From an optimization exercise on the open Yosys and OpenROAD flow, aimed at a short achievable clock period and few clock cycles; shortcuts taken in it are not production practice. Only simulation tests tie the RTL to the original design; equivalence was not proved. Power figures rest on the tool's default switching activity, not on a simulated workload.

<file path="config.mk">
export PLATFORM = sky130hd
export DESIGN_NAME = MIPSProcessor
export DESIGN_NICKNAME = MIPSProcessor
export VERILOG_FILES = /design/flow/design.v
export SDC_FILE = /design/flow/constraint.sdc
export NUM_CORES = 8
export LEC_CHECK = 0
export CAP_MARGIN = 20
export CORE_MARGIN = 2
export CORE_UTILIZATION = 40
export SLEW_MARGIN = 20
</file>
<file path="constraint.sdc">
create_clock -name core_clock -period 12.0 [get_ports {clk}]
set_input_delay 2.4000 -clock core_clock [delete_from_list [all_inputs] [get_ports {clk}]]
set_output_delay 2.4000 -clock core_clock [all_outputs]
set_load 0.01 [all_outputs]
</file>
<file path="design.v">
module MUX #(
    parameter WIDTH = 32
) (
    output wire [WIDTH-1:0] out, 
    input  wire [WIDTH-1:0] in1, in2,
    input  wire             sel
);
assign out = (sel) ? in1 : in2;
endmodule
module MUX4X1 #(
    parameter WIDTH = 32
) (
    output reg  [WIDTH-1:0] out, 
    input  wire [WIDTH-1:0] in1, in2, in3,
    input  wire [1:0]       sel
);
always @(*)
    begin
        case (sel)
            2'b00   : out = in1;
            2'b01   : out = in2;
            2'b10   : out = in3;
            default : out = {(WIDTH){1'b0}};
        endcase
    end
endmodule
module PC_Adder #(
    parameter WIDTH = 32
) (
    output wire  [WIDTH-1:0] pcNewValue,
    input  wire  [WIDTH-1:0] pcCurentValue
);
assign pcNewValue = pcCurentValue + 4; 
endmodule
module pcBranch #(
    parameter WIDTH = 32
) (
    output wire [WIDTH-1:0] pcBranch, 
    input  wire [WIDTH-1:0] shiftedSignImm,
    input  wire [WIDTH-1:0] pcPlusFour
);
assign pcBranch = shiftedSignImm + pcPlusFour; 
endmodule
module equality #(
    parameter WIDTH  = 32   
) ( 
    input     wire  [WIDTH-1:0]            in1, in2,
    output    wire                         equalD
);
assign equalD   =   (in1 == in2);
endmodule
module shiftLeftTwice #(
    parameter WIDTHOut = 32,
    parameter WIDTHIn  = 32
) (
    output wire [WIDTHOut-1:0] out, 
    input  wire [WIDTHIn-1:0] in
);
assign out = in << 2; 
endmodule
module signExtend #(
    parameter OUTPUT_WIDTH = 32,
    parameter INPUT_WIDTH  = 16
) (
    output wire [OUTPUT_WIDTH-1:0] dataOut,
    input  wire [INPUT_WIDTH-1:0]  dataIn
);
assign dataOut = {{(OUTPUT_WIDTH-INPUT_WIDTH) {dataIn[INPUT_WIDTH-1]}}, dataIn};
endmodule
module ALU #(
    parameter DATA_WIDTH = 32,
    parameter OP_WIDTH   = 2
) (
    output reg   [DATA_WIDTH-1:0]  aluOut, 
    input  wire  [OP_WIDTH-1:0]    aluFunc,
    input  wire  [DATA_WIDTH-1:0]  A, B
);
localparam ADD   =  2'b00;
localparam SUB   =  2'b01;
localparam MUL   =  2'b10;
localparam SLT   =  2'b11;
always @ (*)
    begin 
        case (aluFunc)
            ADD: aluOut = A + B; 
            SUB: aluOut = A - B;
            MUL: aluOut = A * B;
            SLT: aluOut = (A < B) ? {{(DATA_WIDTH - 1){1'b0}}, 1'b1} :  {(DATA_WIDTH){1'b0}};  
            default: aluOut = {(DATA_WIDTH){1'b0}};
        endcase
    end
endmodule
module ALU_Decoder (
    input   wire    [1:0]      aluOp,
    input   wire    [5:0]      func,
    output  reg     [1:0]      aluController
);
localparam   add = 6'b10_0000,
             sub = 6'b10_0010,
             slt = 6'b10_1010,
             mul = 6'b01_1100;
always @(*)
    begin
        case (aluOp)
            2'b00   :    aluController = 2'b00;
            2'b01   :    aluController = 2'b01;
            2'b10   :    begin
                            case (func)
                                add     :   aluController = 2'b00;
                                sub     :   aluController = 2'b01;
                                slt     :   aluController = 2'b11;
                                mul     :   aluController = 2'b10;
                                default :   aluController = 2'b00;
                            endcase
                         end 
            default :   aluController = 2'b00;
        endcase
    end
endmodule
module Main_Decoder (
    input    wire     [5:0]     opCode,
    output   reg      [1:0]     aluOp,
    output   reg                memWrite, regWrite, regDest, aluSrc, memtoReg, branch, jump
);
reg     [8:0]     flags;  
localparam loadWord        = 6'b10_0011,
           storeWord       = 6'b10_1011,
           rType           = 6'b00_0000,
           addImmediate    = 6'b00_1000,
           branchIfEqual   = 6'b00_0100,
           jump_inst       = 6'b00_0010; 
always @(*)
    begin
        {jump, aluOp, memWrite, regWrite, regDest, aluSrc, memtoReg, branch} = flags;
    end
always @(*)
    begin
        case (opCode)
            loadWord      : flags = 9'b0_0001_0110;
            storeWord     : flags = 9'b0_0010_0110;
            rType         : flags = 9'b0_1001_1000;
            addImmediate  : flags = 9'b0_0001_0100;
            branchIfEqual : flags = 9'b0_0100_0001;
            jump_inst     : flags = 9'b1_0000_0000;
            default       : flags = 9'b0_0000_0000;
        endcase
    end
endmodule 
module Controller (
    input    wire    [5:0]      opCode, func,
    input    wire               equalD,
    output   wire               memWrite, regWrite, regDest, aluSrc, memtoReg, jump, pcSrcD, clearD, branch,
    output   wire    [1:0]      aluController
);
wire      [1:0]     aluOp;
assign pcSrcD = branch & equalD;
assign clearD = pcSrcD | jump;
Main_Decoder U1_MD1 (
    .opCode(opCode),
    .aluOp(aluOp),
    .memWrite(memWrite),
    .regWrite(regWrite),
    .regDest(regDest),
    .aluSrc(aluSrc),
    .memtoReg(memtoReg),
    .jump(jump),
    .branch(branch)
);
ALU_Decoder  U2_ALUD (
    .aluOp(aluOp),
    .func(func),
    .aluController(aluController)
);
endmodule
module Hazard_Unit (
    input     wire                  regWriteW, regWriteM, memToRegM, regWriteE, memToRegE, jumpD, branchD,
    input     wire      [4:0]       writeRegE, writeRegM, writeRegW, rsE, rsD, rtE, rtD,
    output    wire                  stallD, stallF, flushE,
    output    wire                  forwardAD, forwardBD,
    output    reg       [1:0]       forwardAE, forwardBE
);
wire  lwStall;
wire  branshStall;
assign  lwStall      = (((rsD == rtE) | (rtD == rtE)) & memToRegE);
assign  branshStall  = ((branchD & regWriteE & ((writeRegE == rsD) | (writeRegE == rtD))) | (branchD & memToRegM & ((writeRegM == rsD) | (writeRegM == rtD))));
assign  stallF       = (lwStall | branshStall);
assign  stallD       = (lwStall | branshStall);
assign  flushE       = (lwStall | branshStall | jumpD);
assign  forwardAD    = ((rsD != 0) & (rsD == writeRegM) & regWriteM);
assign  forwardBD    = ((rtD != 0) & (rtD == writeRegM) & regWriteM);
always @(*)
    begin
        if ((rsE != 0) & (rsE == writeRegM) & regWriteM)
                forwardAE = 2'b10;
        else if ((rsE != 0) & (rsE == writeRegW) & regWriteW)
                forwardAE = 2'b01;
        else
                forwardAE = 2'b00;
    end
always @(*)
    begin
        if ((rtE != 0) & (rtE == writeRegM) & regWriteM)
                forwardBE = 2'b10;
        else if ((rtE != 0) & (rtE == writeRegW) & regWriteW)
                forwardBE = 2'b01;
        else
                forwardBE = 2'b00;
    end
endmodule
module Program_Counter #(
    parameter WIDTH = 32
) (
    output reg  [WIDTH-1:0] pcNew, 
    input  wire [WIDTH-1:0] pcOld,
    input  wire             clk,
    input  wire             reset,
    input  wire             enable
);
always @ (posedge clk or negedge reset)
    begin 
        if (!reset)
            begin 
                pcNew <= { (WIDTH) {1'b0} };
            end
        else if(!enable)
            begin
                pcNew <= pcOld; 
            end  
    end 
endmodule
module Register_File #(
    parameter WIDTH  = 32,   
    parameter DEPTH  = 32   
) ( 
    output wire  [WIDTH-1:0]            readData1, readData2,
    input  wire  [WIDTH-1:0]            writeData,
    input  wire  [$clog2 (DEPTH)-1:0]   readAddr1, readAddr2, writeAddr,
    input  wire                         writeEnable, 
    input  wire                         clk, 
    input  wire                         reset
);
reg [WIDTH-1:0] MEM [0:DEPTH-1];
integer i;
always @ (negedge clk or negedge reset)
    begin
        if (!reset)
            begin 
                for (i=0; i<DEPTH; i=i+1)
                    begin
                        MEM [i] <= { (WIDTH) {1'b0} };
                    end
            end
        else if (writeEnable) 
            begin
                MEM[writeAddr] <= writeData;
            end
    end 
assign readData1 = MEM[readAddr1];
assign readData2 = MEM[readAddr2];
endmodule
module Decode_Register (
    input     wire        [31:0]       rd, pcPlus4F,
    input     wire                     clk, en, clear, rst,
    output    reg         [31:0]       instrD, pcPlus4D
);
always @(posedge clk or negedge rst)
        begin
            if(!rst)
                begin
                    instrD   <=    32'b0;
                    pcPlus4D <=    32'b0;
                end
            else if (clear & !en)
                begin
                    instrD   <=    32'b0;
                    pcPlus4D <=    32'b0;
                end
            else if(!en)
                begin
                    instrD   <=    rd;
                    pcPlus4D <=    pcPlus4F;
                end
        end
endmodule 
module Execute_Register (
    output reg              regWriteE, 
    output reg              memToRegE,
    output reg              memWriteE,
    output reg    [1:0]     aluControlE,
    output reg              aluSrcE,
    output reg              regDstE,
    output reg    [31:0]    rd1E,
    output reg    [31:0]    rd2E,
    output reg    [4:0]     rsE, 
    output reg    [4:0]     rtE, 
    output reg    [4:0]     rdE,
    output reg    [31:0]    signImmE, 
    input  wire             regWriteD,
    input  wire             memToRegD,
    input  wire             memWriteD,
    input  wire   [1:0]     aluControlD,
    input  wire             aluSrcD,
    input  wire             regDstD,
    input  wire   [31:0]    rd1D,
    input  wire   [31:0]    rd2D,
    input  wire   [4:0]     rsD, 
    input  wire   [4:0]     rtD, 
    input  wire   [4:0]     rdD,
    input  wire   [31:0]    signImmD, 
    input  wire             clk, 
    input  wire             reset, 
    input  wire             clear
);
always @ (posedge clk or negedge reset)
    begin 
        if (!reset)
            begin
                regWriteE   <=  1'b0;
                memToRegE   <=  1'b0;
                memWriteE   <=  1'b0;
                aluControlE <=  2'b0;
                aluSrcE     <=  1'b0;
                regDstE     <=  1'b0;
                rd1E        <=  32'b0;
                rd2E        <=  32'b0;
                rsE         <=  5'b0;
                rtE         <=  5'b0;
                rdE         <=  5'b0;
                signImmE    <=  32'b0;
            end
        else if (clear)
            begin
                regWriteE   <=  1'b0;
                memToRegE   <=  1'b0;
                memWriteE   <=  1'b0;
                aluControlE <=  2'b0;
                aluSrcE     <=  1'b0;
                regDstE     <=  1'b0;
                rd1E        <=  32'b0;
                rd2E        <=  32'b0;
                rsE         <=  5'b0;
                rtE         <=  5'b0;
                rdE         <=  5'b0;
                signImmE    <=  32'b0;
            end
        else
            begin
                regWriteE   <=  regWriteD;
                memToRegE   <=  memToRegD;
                memWriteE   <=  memWriteD;
                aluControlE <=  aluControlD;
                aluSrcE     <=  aluSrcD;
                regDstE     <=  regDstD;
                rd1E        <=  rd1D;
                rd2E        <=  rd2D;
                rsE         <=  rsD;
                rtE         <=  rtD;
                rdE         <=  rdD;
                signImmE    <=  signImmD;
            end  
    end
endmodule
module Memory_Register (
    input     wire             regWriteE, memToRegE, memWriteE,
    input     wire   [31:0]    aluOutE, writeDataE,
    input     wire   [4:0]     writeRegE,
    input     wire             clk, rst,
    output    reg              regWriteM, memToRegM, memWriteM,
    output    reg    [31:0]    aluOutM, writeDataM,
    output    reg    [4:0]     writeRegM
);
always @(posedge clk or negedge rst)
    begin
        if (!rst)
            begin
                regWriteM    <=    1'b0; 
                memToRegM    <=    1'b0;
                memWriteM    <=    1'b0;
                aluOutM      <=    32'b0; 
                writeDataM   <=    32'b0;
                writeRegM    <=    5'b0;
            end
        else
            begin
                regWriteM    <=   regWriteE; 
                memToRegM    <=   memToRegE;
                memWriteM    <=   memWriteE;
                aluOutM      <=   aluOutE; 
                writeDataM   <=   writeDataE;
                writeRegM    <=   writeRegE;
            end
    end
endmodule 
module WriteBack_Register (
    input    wire            regWriteM, memToRegM,
    input    wire   [31:0]   readDataM, aluOutM,
    input    wire   [4:0]    writeRegM,
    input    wire            clk, rst,
    output   reg             regWriteW, memToRegW,
    output   reg    [31:0]   readDataW, aluOutW,
    output   reg    [4:0]    writeRegW
);
always @(posedge clk or negedge rst)
    begin
        if(!rst)
            begin
                regWriteW      <=      1'b0;
                memToRegW      <=      1'b0;
                readDataW      <=      32'b0;
                aluOutW        <=      32'b0;
                writeRegW      <=      5'b0;
            end
        else
            begin
                regWriteW      <=      regWriteM;
                memToRegW      <=      memToRegM;
                readDataW      <=      readDataM;
                aluOutW        <=      aluOutM;
                writeRegW      <=      writeRegM;
            end
    end
endmodule
module fetchSatge (
    input  wire [31:0] instrIn,
    output wire [31:0] rd, 
    output wire [31:0] pcPlus4F,
    input  wire [31:0] pcF 
);
PC_Adder #(32) pcAdderInstance 
(
    .pcNewValue     (pcPlus4F), 
    .pcCurentValue  (pcF)
);
assign rd = instrIn;
endmodule
module decodeStage (
    input    wire           regWriteW,
    input    wire   [31:0]  instrD, resultW, aluOutM, pcPlus4D,
    input    wire   [4:0]   writeRegW,
    input    wire           forwardAD, forwardBD,
    input    wire           clk, rst,
    output   wire   [5:0]   opCode, func,
    output   wire   [31:0]  rd1D, rd2D, signImmD,
    output   wire   [31:0]  pcBrancD, pcJumpD,
    output   wire   [4:0]   rsD, rtD, rdE,
    output   wire           equalD
);
wire    [31:0]  signImmDTimes4;
wire    [31:0]  equalDIn1, equalDIn2;
assign  opCode    =   instrD[31:26];
assign  func      =   instrD[5:0];
assign  rsD       =   instrD[25:21];
assign  rtD       =   instrD[20:16];
assign  rdE       =   instrD[15:11];
signExtend #(32,16) U1_signExtend (
    .dataOut(signImmD),
    .dataIn(instrD[15:0])
);
shiftLeftTwice #(32) U2_shiftLeftTwice (
    .out(signImmDTimes4),
    .in(signImmD)
);
pcBranch #(32)  U3_pcBranch (
    .pcBranch(pcBrancD),
    .shiftedSignImm(signImmDTimes4),
    .pcPlusFour(pcPlus4D)
);
shiftLeftTwice #(32, 26) U4_shiftLeftTwice (
    .out(pcJumpD),
    .in(instrD[25:0])
);
Register_File #(32,32) U5_Register_File (
    .readData1(rd1D),
    .readData2(rd2D),
    .writeData(resultW),
    .readAddr1(instrD[25:21]),
    .readAddr2(instrD[20:16]),
    .writeAddr(writeRegW),
    .writeEnable(regWriteW),
    .clk(clk),
    .reset(rst)
);
MUX #(32)  U6_MUX (
    .out(equalDIn1),
    .in1(aluOutM),
    .in2(rd1D),
    .sel(forwardAD)
);
MUX #(32)  U7_MUX (
    .out(equalDIn2),
    .in1(aluOutM),
    .in2(rd2D),
    .sel(forwardBD)
);
equality #(32)  U8_equality (
    .in1(equalDIn1),
    .in2(equalDIn2),
    .equalD(equalD)
);
endmodule
module executeStage (
    input     wire              regDstE, aluSrcE,
    input     wire  [1:0]       aluControlE,
    input     wire  [31:0]      rd1D, rd2D,
    input     wire  [4:0]       rsE, rtE, rdE,
    input     wire  [31:0]      signImmE,
    input     wire  [31:0]      aluOutMOut, resultW,
    input     wire  [1:0]       forwardAE, forwardBE,
    output    wire  [4:0]       rsEHazardUnit, rtEHazardUnit,
    output    wire  [4:0]       writeRegE,
    output    wire  [31:0]      writeDataE, aluOutE
);
wire   [31:0]   srcAE, srcBE;
assign rsEHazardUnit = rsE;
assign rtEHazardUnit = rtE;
MUX #(5) U1_MUX (
    .out(writeRegE),
    .in1(rdE),
    .in2(rtE),
    .sel(regDstE)
);
MUX4X1 #(32) U2_MUX (
    .out(srcAE),
    .in1(rd1D),
    .in2(resultW),
    .in3(aluOutMOut),
    .sel(forwardAE)
);
MUX4X1 #(32) U3_MUX (
    .out(writeDataE),
    .in1(rd2D),
    .in2(resultW),
    .in3(aluOutMOut),
    .sel(forwardBE)
);
MUX #(32) U4_MUX (
    .out(srcBE),
    .in1(signImmE),
    .in2(writeDataE),
    .sel(aluSrcE)
);
ALU #(32,2) U5_ALU (
    .aluOut(aluOutE),
    .aluFunc(aluControlE),
    .A(srcAE),
    .B(srcBE)
);
endmodule
module memStage (
    output wire  [4:0]   writeRegMOut,
    output wire  [31:0]  aluOutMOut, 
    output wire  [31:0]  readDataM,
    output wire  [31:0]  aluOutM, 
    output wire  [4:0]   writeRegM,
    output wire  [31:0]  dmem_addr,
    output wire  [31:0]  dmem_wdata,
    output wire          dmem_we,
    input  wire  [31:0]  dmem_rdata,
    input  wire  [4:0]   writeRegMIn, 
    input  wire  [31:0]  aluOutMIn, 
    input  wire  [31:0]  writeDataM, 
    input  wire          memWriteM, 
    input  wire          clk, 
    input  wire          reset 
);
assign writeRegM    = writeRegMIn;
assign writeRegMOut = writeRegMIn; 
assign aluOutM      = aluOutMIn; 
assign aluOutMOut   = aluOutMIn; 
assign dmem_addr    = aluOutMIn;
assign dmem_wdata   = writeDataM;
assign dmem_we      = memWriteM;
assign readDataM    = dmem_rdata;
endmodule
module writeBackStage (
    output wire   [31:0]   resultW, 
    output wire   [4:0]    writeRegWOut,
    input  wire            memToRegW, 
    input  wire   [31:0]   readDataW,
    input  wire   [31:0]   aluOutW,
    input  wire   [4:0]    writeRegWIn    
);
assign writeRegWOut = writeRegWIn; 
MUX #(32) MUX_instance
(
    .out (resultW), 
    .in1 (readDataW), 
    .in2 (aluOutW), 
    .sel (memToRegW)
);
endmodule
module Datapath (
    input      wire               clearD, jump, pcSrcD, 
    input      wire               memWrite, regWrite, regDest, aluSrc, memtoReg, 
    input      wire    [1:0]      aluController,
    input      wire               stallD, stallF, flushE,
    input      wire               forwardAD, forwardBD,
    input      wire    [1:0]      forwardAE, forwardBE,
    input      wire               clk, rst,
    output     wire    [5:0]      opCode, func,
    output     wire               equalD,
    output     wire               regWriteM, memToRegM, regWriteE, memToRegE, regWriteW,
    output     wire    [4:0]      writeRegE, writeRegMOut, writeRegW, rsEHazardUnit, rsD, rtEHazardUnit, rtD,
    output     wire    [31:0]     imem_addr,
    input      wire    [31:0]     imem_rdata,
    output     wire    [31:0]     dmem_addr,
    output     wire    [31:0]     dmem_wdata,
    output     wire               dmem_we,
    input      wire    [31:0]     dmem_rdata
);
wire    [31:0]   pcMux1Out, pcOld, pcPlus4F, pcPlus4D, pcBranchD, pcJumpD;
wire    [31:0]   pcF, rd;
wire    [31:0]   instrD, resultW, aluOutMOut, aluOutMIn, aluOutM, writeDataM;
wire    [4:0]    writeRegWIn, writeRegMIn, writeRegM, rdD;
wire    [31:0]   rd1D, rd2D, signImmD, signImmE;
wire             memWriteE, aluSrcE, regDstE;
wire    [1:0]    aluControlE;
wire    [31:0]   rd1E, rd2E, writeDataE, aluOutE;
wire    [4:0]    rdE, rsE, rtE;
wire             memToRegW, memWriteM;
wire    [31:0]   readDataM, readDataW, aluOutW;
MUX #(32) U1_MUX (
    .out(pcMux1Out),
    .in1(pcBranchD),
    .in2(pcPlus4F),
    .sel(pcSrcD)
);
MUX #(32) U2_MUX (
    .out(pcOld),
    .in1(pcJumpD),
    .in2(pcMux1Out),
    .sel(jump)
);
Program_Counter #(32)  U3_Program_Counter (
    .pcNew(pcF),
    .pcOld(pcOld),
    .clk(clk),
    .reset(rst),
    .enable(stallF)
);
assign imem_addr = pcF;
fetchSatge U4_fetchSatge (
    .instrIn(imem_rdata),
    .rd(rd),
    .pcPlus4F(pcPlus4F),
    .pcF(pcF)
);
Decode_Register U5_Decode_Register(
    .rd(rd),
    .pcPlus4F(pcPlus4F),
    .clk(clk),
    .rst(rst),
    .en(stallD),
    .clear(clearD),
    .instrD(instrD),
    .pcPlus4D(pcPlus4D)
);
decodeStage U6_decodeStage (
    .regWriteW(regWriteW),
    .instrD(instrD),
    .resultW(resultW),
    .aluOutM(aluOutMOut),
    .pcPlus4D(pcPlus4D),
    .writeRegW(writeRegW),
    .forwardAD(forwardAD),
    .forwardBD(forwardBD),
    .clk(clk),
    .rst(rst),
    .opCode(opCode),
    .func(func),
    .rd1D(rd1D),
    .rd2D(rd2D),
    .signImmD(signImmD),
    .pcBrancD(pcBranchD),
    .pcJumpD(pcJumpD),
    .rsD(rsD),
    .rtD(rtD),
    .rdE(rdD),
    .equalD(equalD)
);
Execute_Register U7_Execute_Register (
    .regWriteE(regWriteE),
    .memToRegE(memToRegE),
    .memWriteE(memWriteE),
    .aluControlE(aluControlE),
    .aluSrcE(aluSrcE),
    .regDstE(regDstE),
    .rd1E(rd1E),
    .rd2E(rd2E),
    .rsE(rsE),
    .rtE(rtE),
    .rdE(rdE),
    .signImmE(signImmE),
    .regWriteD(regWrite),
    .memToRegD(memtoReg),
    .memWriteD(memWrite),
    .aluControlD(aluController),
    .aluSrcD(aluSrc),
    .regDstD(regDest),
    .rd1D(rd1D),
    .rd2D(rd2D),
    .rsD(rsD),
    .rtD(rtD),
    .rdD(rdD),
    .signImmD(signImmD),
    .clk(clk),
    .reset(rst),
    .clear(flushE)
);
executeStage U8_executeStage (
    .regDstE(regDstE),
    .aluSrcE(aluSrcE),
    .aluControlE(aluControlE),
    .rd1D(rd1E),
    .rd2D(rd2E),
    .rsE(rsE),
    .rtE(rtE),
    .rdE(rdE),
    .signImmE(signImmE),
    .aluOutMOut(aluOutMOut),
    .resultW(resultW),
    .forwardAE(forwardAE),
    .forwardBE(forwardBE),
    .rsEHazardUnit(rsEHazardUnit),
    .rtEHazardUnit(rtEHazardUnit),
    .writeRegE(writeRegE),
    .writeDataE(writeDataE),
    .aluOutE(aluOutE)
);
Memory_Register U9_Memory_Register (
    .regWriteE(regWriteE),
    .memToRegE(memToRegE),
    .memWriteE(memWriteE),
    .aluOutE(aluOutE),
    .writeRegE(writeRegE),
    .writeDataE(writeDataE),
    .clk(clk),
    .rst(rst),
    .regWriteM(regWriteM),
    .memToRegM(memToRegM),
    .memWriteM(memWriteM),
    .aluOutM(aluOutMIn),
    .writeDataM(writeDataM),
    .writeRegM(writeRegMIn)
);
memStage U10_memStage (
    .writeRegMOut(writeRegMOut),
    .aluOutMOut(aluOutMOut),
    .readDataM(readDataM),
    .aluOutM(aluOutM),
    .writeRegM(writeRegM),
    .dmem_addr(dmem_addr),
    .dmem_wdata(dmem_wdata),
    .dmem_we(dmem_we),
    .dmem_rdata(dmem_rdata),
    .writeRegMIn(writeRegMIn),
    .aluOutMIn(aluOutMIn),
    .writeDataM(writeDataM),
    .memWriteM(memWriteM),
    .clk(clk),
    .reset(rst)
);
WriteBack_Register U11_WriteBack_Register (
    .regWriteM(regWriteM),
    .memToRegM(memToRegM),
    .readDataM(readDataM),
    .aluOutM(aluOutM),
    .writeRegM(writeRegM),
    .clk(clk),
    .rst(rst),
    .regWriteW(regWriteW),
    .memToRegW(memToRegW),
    .readDataW(readDataW),
    .aluOutW(aluOutW),
    .writeRegW(writeRegWIn)
);
writeBackStage U12_writeBackStage (
    .resultW(resultW),
    .writeRegWOut(writeRegW),
    .memToRegW(memToRegW),
    .readDataW(readDataW),
    .aluOutW(aluOutW),
    .writeRegWIn(writeRegWIn)
);
endmodule
module MIPSProcessor (
    input    wire               clk, rst,
    output   wire    [31:0]     imem_addr,
    input    wire    [31:0]     imem_rdata,
    output   wire    [31:0]     dmem_addr,
    output   wire    [31:0]     dmem_wdata,
    output   wire               dmem_we,
    input    wire    [31:0]     dmem_rdata
);
wire               clearD, jump, pcSrcD, branch;
wire               memWrite, regWrite, regDest, aluSrc, memtoReg;
wire    [1:0]      aluController;
wire               stallD, stallF, flushE;
wire               forwardAD, forwardBD;
wire    [1:0]      forwardAE, forwardBE;
wire    [5:0]      opCode, func;
wire               equalD;
wire               regWriteM, memToRegM, regWriteE, memToRegE, regWriteW;
wire    [4:0]      writeRegE, writeRegMOut, writeRegW, rsE, rsD, rtE, rtD;
Datapath U1_Datapath (
    .clearD(clearD),
    .jump(jump),
    .pcSrcD(pcSrcD),
    .memWrite(memWrite), 
    .regWrite(regWrite), 
    .regDest(regDest), 
    .aluSrc(aluSrc), 
    .memtoReg(memtoReg),
    .aluController(aluController),
    .stallD(stallD), 
    .stallF(stallF), 
    .flushE(flushE),
    .forwardAD(forwardAD), 
    .forwardBD(forwardBD),
    .forwardAE(forwardAE), 
    .forwardBE(forwardBE),
    .clk(clk), 
    .rst(rst),
    .opCode(opCode), 
    .func(func),
    .equalD(equalD),
    .regWriteM(regWriteM), 
    .memToRegM(memToRegM), 
    .regWriteE(regWriteE), 
    .memToRegE(memToRegE),
    .writeRegE(writeRegE), 
    .regWriteW(regWriteW),
    .writeRegMOut(writeRegMOut), 
    .writeRegW(writeRegW), 
    .rsEHazardUnit(rsE), 
    .rsD(rsD), 
    .rtEHazardUnit(rtE), 
    .rtD(rtD),
    .imem_addr(imem_addr),
    .imem_rdata(imem_rdata),
    .dmem_addr(dmem_addr),
    .dmem_wdata(dmem_wdata),
    .dmem_we(dmem_we),
    .dmem_rdata(dmem_rdata)
);
Controller U2_Controller (
    .opCode(opCode), 
    .func(func),
    .equalD(equalD),
    .clearD(clearD),
    .jump(jump),
    .pcSrcD(pcSrcD),
    .memWrite(memWrite), 
    .regWrite(regWrite), 
    .regDest(regDest), 
    .aluSrc(aluSrc), 
    .memtoReg(memtoReg),
    .aluController(aluController),
    .branch(branch)
);
Hazard_Unit U3_Hazard_Unit (
    .regWriteW(regWriteW),
    .regWriteM(regWriteM), 
    .memToRegM(memToRegM), 
    .regWriteE(regWriteE), 
    .memToRegE(memToRegE),
    .writeRegE(writeRegE),
    .jumpD(jump), 
    .branchD(branch),
    .writeRegM(writeRegMOut), 
    .writeRegW(writeRegW), 
    .rsE(rsE), 
    .rsD(rsD), 
    .rtE(rtE), 
    .rtD(rtD),
    .stallD(stallD), 
    .stallF(stallF), 
    .flushE(flushE),
    .forwardAD(forwardAD), 
    .forwardBD(forwardBD),
    .forwardAE(forwardAE), 
    .forwardBE(forwardBE)
);
endmodule
</file>
<file path="run.sh">
#!/bin/bash
# synth_recipe.tcl (not shown) runs the flow's synth.tcl, then flattens the netlist and writes it again
# the make line also repeats each setting of config.mk as NAME=value (left out here)
make -C /OpenROAD-flow-scripts/flow DESIGN_CONFIG=/design/flow/config.mk WORK_HOME=/design/flow/orfs CLKGATE_MAP_FILE= SYNTH_SCRIPT=/design/flow/synth_recipe.tcl finish
</file>
==> results by group <==
Run status
  • Run status: no timing/DRC/antenna violations

Clock network
  • CTS tree: built
  • Resize count post-CTS: 0
  • Clock Sinks: approximately 1400
  • Total CTS buffers: ~150
  • Max H-tree Level: 4
  • Root buf cell: clkbuf_16
  • Clock transition at the registers of the reported paths: approximately 0.060 ns
  • Worst-Skew Late Latency: 0.86 ns
  • Post-CTS Setup Repair Bufs: 0
  • Max Root-Sink Buffers: 3
  • Hold Buf Count CTS: 0

GRT
  • GRT busiest layer: met2
  • Met2 usage: 0.563
  • GRT overflow: 0
  • Gr usage total: 0.409
  • Met1 GRT Util: 0.505
  • Initial antenna violation count: 58
  • First-pass GRT wire length: 647 mm
  • M3 GR Usage: 0.181
  • Vias in the first global route: between 80000 and 90000
  • Largest net degree at the start of global routing: between 100 and 150

Die
  • Initial core utilization: 0.403
  • Ports: roughly 160
  • Die H: 472 um
  • Cell Rows: 171
  • DIE WIDTH: between 400 and 500 um
  • Full die area: roughly 220000 um^2
  • Core ar.: 218000 um^2

Worst setup path
  • Startpoint Class: register
  • Critical path required time: between 10 and 15 ns
  • CP Max Fanout: 18
  • Worst R2R End: U1_Datapath.U3_Program_Counter.pcNew[29]
  • R2R setup slack: just over 1 ns
  • Reg2reg path depth: 13
  • Worst Path Arrival: 11.64 ns
  • Crit Path Class: reg -> reg
  • Crit end category: register

Synthesis
  • #FFs+latches synth: 1360
  • Mean Syn Cell Area: a little under 9 um^2
  • Primary FF master, synth: dfrtn_1
  • Yosys warning total: 12
  • EDFF count, synth: 0
  • Synth cell types: ~100
  • Cell Area, Synth: between 80000 and 90000 um^2
  • Ys async rst share: 1.00
  • Sequential area share after synthesis: 0.388
  • Top-area cell type share of the netlist area: 0.292
  • Syn_nets: 10700
  • Largest area contributor in the netlist: dfrtn_1
  • Synth area leaders: dfrtn_1, dfrtp_1, fa_1
  • Synth Instances: between 9000 and 10000

Place
  • DP Wirelength: 310 mm
  • PortBufs: approximately 160
  • Gp weighted congestion: around 1.0
  • Placed Cells: ~13000

STA
  • Setup TNS Final: 0 ns
  • Unrepaired setup endpoints after global routing: false
  • Fin Clk Skew: between 0.1 and 0.15 ns
  • Final hold viol count: 0
  • Worst-margin pin slew: approximately 1.4 ns
  • Finish-stage setup viols: 0
  • Max-slew violations: 0
  • Relative slew slack: 0.0541

Job
  • Max Cap Violations: 0

Pwr
  • Gate power share: 0.224
  • Clock network fraction of total power: 0.377
  • Total power: approximately 14 mW
  • Sw Pwr: about 4.7 mW
  • VDD IR max: between 150 and 200 uV
  • Sequential Power Share: 0.399
  • Pint: slightly below 9 mW
  • PwrDens: around 140 nW/um^2
  • Sw Share: 0.348
  • Leak: between 40 and 50 nW

Hold path
  • Worst Hold Path EP: U1_Datapath.U9_Memory_Register.regWriteM
  • Hold Path Depth: 0
  • Hold_sp: U1_Datapath.U7_Execute_Register.regWriteE
  • Hold Path Class: reg -> reg

Layout
  • Final core utilization: 0.454
  • Area grow syn2layout: 12.7%
  • # fillers: ~21000
  • Fin cells: ~13000
  • Share of cells above drive strength 1: 0.0892
  • Final #Nets: 10500

Routing
  • DR WL/cell: about 36 um
  • DRC Markers: 0
  • DRT antenna net count: 0
  • DR pass1 iterations: 17
  • Vias: 88300
  • DRT Wirelength: around 470 mm
  • Vias/cell: just under 7
  • Initial drt markers: 15800
## state kept, by name, summed over array words and instances, names as in the netlist, 2 cells and up
name,flops
U1_Datapath.U7_Execute_Register.rd2E,32
U1_Datapath.U7_Execute_Register.aluControlE,2
U1_Datapath.U7_Execute_Register.rsE,5
U1_Datapath.U7_Execute_Register.rd1E,32
U1_Datapath.U5_Decode_Register.instrD,32
U1_Datapath.U9_Memory_Register.writeRegM,5
U1_Datapath.U6_decodeStage.U5_Register_File.MEM,1024
U1_Datapath.U9_Memory_Register.writeDataM,32
U1_Datapath.U5_Decode_Register.pcPlus4D,32
U1_Datapath.U7_Execute_Register.rdE,4
U1_Datapath.U7_Execute_Register.rtE,5
U1_Datapath.U11_WriteBack_Register.aluOutW,32
U1_Datapath.U11_WriteBack_Register.readDataW,32
U1_Datapath.U7_Execute_Register.signImmE,12
U1_Datapath.U3_Program_Counter.pcNew,32
U1_Datapath.U11_WriteBack_Register.writeRegW,5
U1_Datapath.U9_Memory_Register.aluOutM,32
## layout make-up
| cell class | instances | area (um^2) | area share |
|---|---|---|---|
| clock buffer | 209 | 4410 | 0.0447 |
| timing repair buffer | 534 | 4690 | 0.0474 |
| antenna | 78 | 195 | 0.00197 |
| clock inverter | 65 | 903 | 0.00914 |
| tap | 2854 | 3570 | 0.0361 |
| sequential | 1360 | 34100 | 0.345 |
| multi-input combinational | 7226 | 48900 | 0.495 |
| inverter | 568 | 2130 | 0.0216 |
## cell families (layout without fill, tap and decap cells)
group	Yosys count	count (layout)	synth area share
buf+inv	1394	1376	0.0667
mux	117	117	0.0139
simple gates	3798	3798	0.206
compound gates	2458	2458	0.178
xor+xnor	224	224	0.0225
flops	1360	1360	0.388
fa+ha+maj	629	629	0.125
other cells	0	78	0
## power groups by stage
stage	Combinational (mW)	Sequential, mW	Clock (mW)
2_1_floorplan	1.59	5.28	0
3_3_place_gp	2.85	5.47	0
3_5_place_dp	2.88	5.47	0
4_1_cts	2.90	5.40	5.09
5_1_grt	3.15	5.44	5.28
6_report	3.05	5.42	5.12
## critical path: stages, from the launching register on
cell and delay [ns]:
dfrtn_1 0.37, and3_1 0.15, a2111oi_0 0.72, nand4_1 0.26, nor4_2 0.73, nor2_1 0.19
xor2_1 0.18, o21ai_0 0.16, a21oi_1 0.12, or4_1 0.52, or3_4 0.44, or2_1 0.56
a31o_1 0.35, o2bb2ai_1 0.12
## synth_stat cells, types with 29 or more instances
cell,number
nor4_1,62
a22oi_1,346
nand2_1,998
nor3_1,102
mux2i_1,86
nand3_1,526
fa_1,411
mux2_2,29
ha_1,218
dfrtp_1,336
a21o_1,48
nand3b_1,37
o211ai_1,32
o22ai_1,37
dfrtn_1,1024
buf_6,45
nand4_1,226
or4_1,29
and2_1,76
a2111oi_0,101
inv_1,550
clkbuf_1,585
o21ai_0,645
nand2b_1,38
a21oi_1,743
buf_2,141
and3_1,367
nor2b_1,34
a221oi_1,35
or3_1,33
nor2_1,1138
xnor2_1,157
xor2_1,66
o21a_1,31
a22o_1,96
## metrics by stage
stage / instance area (um^2) / setup slack (ns) / hold WS [ns]
2_1_floorplan: 87700 / 2.31 / 0.331
3_3_place_gp: 93200 / 1.21 / 0.381
3_5_place_dp: 93200 / 1.16 / 0.374
4_1_cts: 98500 / 1.22 / 0.388
5_1_grt: 98700 / 0.758 / 0.411
6_report: 98800 / 1.02 / 0.386
## placed cells by master, fill, tap and decap left out, types with 157 or more instances in the layout
master,n
nor2_1,1086
dfrtn_1,1024
nand2_1,987
a21oi_1,738
o21ai_0,642
inv_1,549
nand3_1,526
fa_1,411
and3_1,365
buf_4,351
a22oi_1,346
dfrtp_1,325
nand4_1,226
ha_1,218
clkdlybuf4s50_1,161
clkbuf_16,158
xnor2_1,157
## routing by layer
metal  up-vias  routed length, um
li1      34600                  -
met1     43200             167000
met2      8086             185000
met3      2357              71700
met4        32              42400
met5         -                560
## worst max-delay path by stage
stage	slack, ns	depth (start not counted)	to
after floorplan	2.31	16	U1_Datapath.U3_Program_Counter.pcNew[29]
after global placement	1.21	13	U1_Datapath.U3_Program_Counter.pcNew[29]
after detailed placement	1.16	14	U1_Datapath.U3_Program_Counter.pcNew[17]
after CTS	1.22	14	U1_Datapath.U3_Program_Counter.pcNew[17]
after global routing	0.76	36	U1_Datapath.U9_Memory_Register.aluOutM[30]
final	1.02	13	U1_Datapath.U3_Program_Counter.pcNew[29]
Testbench counts, summed over its fixed seeds: cycles 41,405.
